This design comes from an exercise in tuning for small area on the open sky130 flow, not from production work.
Only simulation tests tie the RTL to the original design; equivalence was not proved.
Power figures rest on the tool's default switching activity, not on a simulated workload.

==> module multiplier_generic, before the edit <==
module multiplier_generic (
    input  logic [7:0]  i_a,
    input  logic [7:0]  i_b,
    input  logic [11:0] i_mult_res_mask,
    input  logic [7:0]  i_mult_appr_mask,
    input  logic [7:4]  i_rp,        
    input  logic [7:4]  i_rnp,       
    output logic [15:0] o_prod
);
logic [15:0] s, c, t;
logic        sign_res;
mul_8x8_signed_bw tree_i (
    .a (i_a),
    .b (i_b),
    .R (i_mult_res_mask),
    .P (i_mult_appr_mask),
    .RP  (i_rp),
    .RnP (i_rnp),
    .s (s),
    .c (c)
);
adder_ideal #(.W(16), .BLK(8)) cpa_i (.i_p(s), .i_c(c), .i_ci(1'b0), .o_c(t), .o_co());
assign sign_res = i_a[7] ^ i_b[7];
assign o_prod[3:0]  = t[3:0];
assign o_prod[15:4] = (i_mult_res_mask & t[15:4]) | (~i_mult_res_mask & {12{sign_res}});
endmodule
==> module adder_generic, before the edit <==
module adder_generic #(
    parameter BLK = 8
)(
    input  logic [15:0] i_p,       
    input  logic [15:0] i_c_lo,    
    output logic [15:0] o_lo,      
    output logic        o_ps,      
    output logic        o_pc,
    input  logic [15:0] i_hi,      
    input  logic        i_ps,      
    input  logic        i_pc,
    output logic [15:0] o_hi       
);
adder_ideal #(.W(16), .BLK(BLK)) lo_i (
    .i_p  (i_p),
    .i_c  (i_c_lo),
    .i_ci (1'b0),
    .o_c  (o_lo),
    .o_co (o_pc)
);
assign o_ps = i_p[15];
logic [16:0] tg;
assign tg[0] = i_ps ^ i_pc;
genvar k;
generate
    for (k = 0; k < 16; k++) begin : hi
        assign tg[k+1]  = tg[k] & (i_hi[k] ^ i_ps);
        assign o_hi[k]  = i_hi[k] ^ tg[k];
    end
endgenerate
endmodule
==> flow/config.mk <==
export PLATFORM = sky130hd
export DESIGN_NAME = sauria_sa_top
export DESIGN_NICKNAME = sauria_sa_top
export VERILOG_FILES = /design/flow/design.v
export SDC_FILE = /design/flow/constraint.sdc
export NUM_CORES = 4
export LEC_CHECK = 0
export CAP_MARGIN = 20
export CORE_MARGIN = 2
export CORE_UTILIZATION = 48
export PLACE_DENSITY = 0.62
export SLEW_MARGIN = 20
==> flow/constraint.sdc <==
create_clock -name core_clock -period 8.0 [get_ports {i_clk}]
set_input_delay 1.6000 -clock core_clock [delete_from_list [all_inputs] [get_ports {i_clk}]]
set_output_delay 1.6000 -clock core_clock [all_outputs]
set_load 0.01 [all_outputs]
standard.sh (not shown) runs the stock make flow with config.mk's settings and CLKGATE_MAP_FILE= SYNTH_SCRIPT=/design/flow/synth_recipe.tcl, a recipe that flattens the netlist after the stock synthesis.
==> flow/flow/run.sh <==
#!/bin/bash
# The standard layout (the standard.sh, standard synthesis unchanged),
# with the smallest buffer on the ports, yosys/abc buffers removed instead of
# an early timing repair on the unplaced netlist, and a clock tree of
# mid-size buffers without dummy loads. make's full output goes to
# standard.log.
set -euo pipefail
bash standard.sh finish \
  "REMOVE_ABC_BUFFERS=1" \
  "BUFFER_PORTS_ARGS=-buffer_cell sky130_fd_sc_hd__buf_1" \
  "CTS_ARGS=-sink_clustering_enable -repair_clock_nets -dont_use_dummy_load -buf_list sky130_fd_sc_hd__clkbuf_8 -sink_clustering_size 20 -sink_clustering_max_diameter 50" \
  > standard.log 2>&1
The first run finished with timing, DRC and antenna clean.
Rerun with:
--- a/flow/design.v
+++ b/flow/design.v
@@ -292,13 +292,13 @@
     .P (i_mult_appr_mask),
     .RP  (i_rp),
     .RnP (i_rnp),
     .s (s),
     .c (c)
 );
-adder_ideal #(.W(16), .BLK(8)) cpa_i (.i_p(s), .i_c(c), .i_ci(1'b0), .o_c(t), .o_co());
+adder_ideal #(.W(16), .BLK(10)) cpa_i (.i_p(s), .i_c(c), .i_ci(1'b0), .o_c(t), .o_co());
 assign sign_res = i_a[7] ^ i_b[7];
 assign o_prod[3:0]  = t[3:0];
 assign o_prod[15:4] = (i_mult_res_mask & t[15:4]) | (~i_mult_res_mask & {12{sign_res}});
 endmodule
 module adder_ideal #(
     parameter W   = 16,
@@ -339,13 +339,13 @@
         end
     end
 endgenerate
 assign o_co = bc[NB];
 endmodule
 module adder_generic #(
-    parameter BLK = 8
+    parameter BLK = 10
 )(
     input  logic [15:0] i_p,       
     input  logic [15:0] i_c_lo,    
     output logic [15:0] o_lo,      
     output logic        o_ps,      
     output logic        o_pc,
=> Utilization increases by 0.19 points; hold slack degrades by 0.038 ns; die area decreases by 0.54%; sequential cell count is unchanged; clock power barely changes; non-clock buffer count increases by 12; setup slack degrades by 0.30 ns; design area decreases by 0.51%; area after synthesis decreases by 0.55%; global-route usage decreases by 0.41 points; fmax decreases by 4.2%; first-iteration DRC count decreases by 1.9%; routed wire length decreases by 1.9%; count of clock-buffer cells in the layout does not change.

[re-timing with driven ports]
The results above use ideal ports. As a check the final layouts listed here were re-extracted and re-timed, cells and wires unchanged.
Step 1: set_driving_cell puts a clkbuf_16 on i_clk and a buf_2 on each other input, an assumption about the parent block.
Step 2, shift: input delay + t, output delay - t, t = (earliest + latest rising clock arrival at the registers) / 2. This alone moves slack from input paths to output paths.
Slacks: ideal ports / drivers / drivers and shift; pairs: ideal ports / drivers.
| run | t (ns) | setup slack, ns | worst slew at a driven data input, ns |
|---|---|---|---|
| the first run | 1.037 | 1.184 / 1.240 / 0.203 | 0.14 |
| the second run | 1.050 | 0.885 / 0.885 / -0.086 | 0.23 |
With both steps, setup timing fails in the second run, where it was met with ideal ports. For the first run, which loses most, drivers alone change the setup slack by +0.056 ns; drivers and shift together by -0.981 ns.
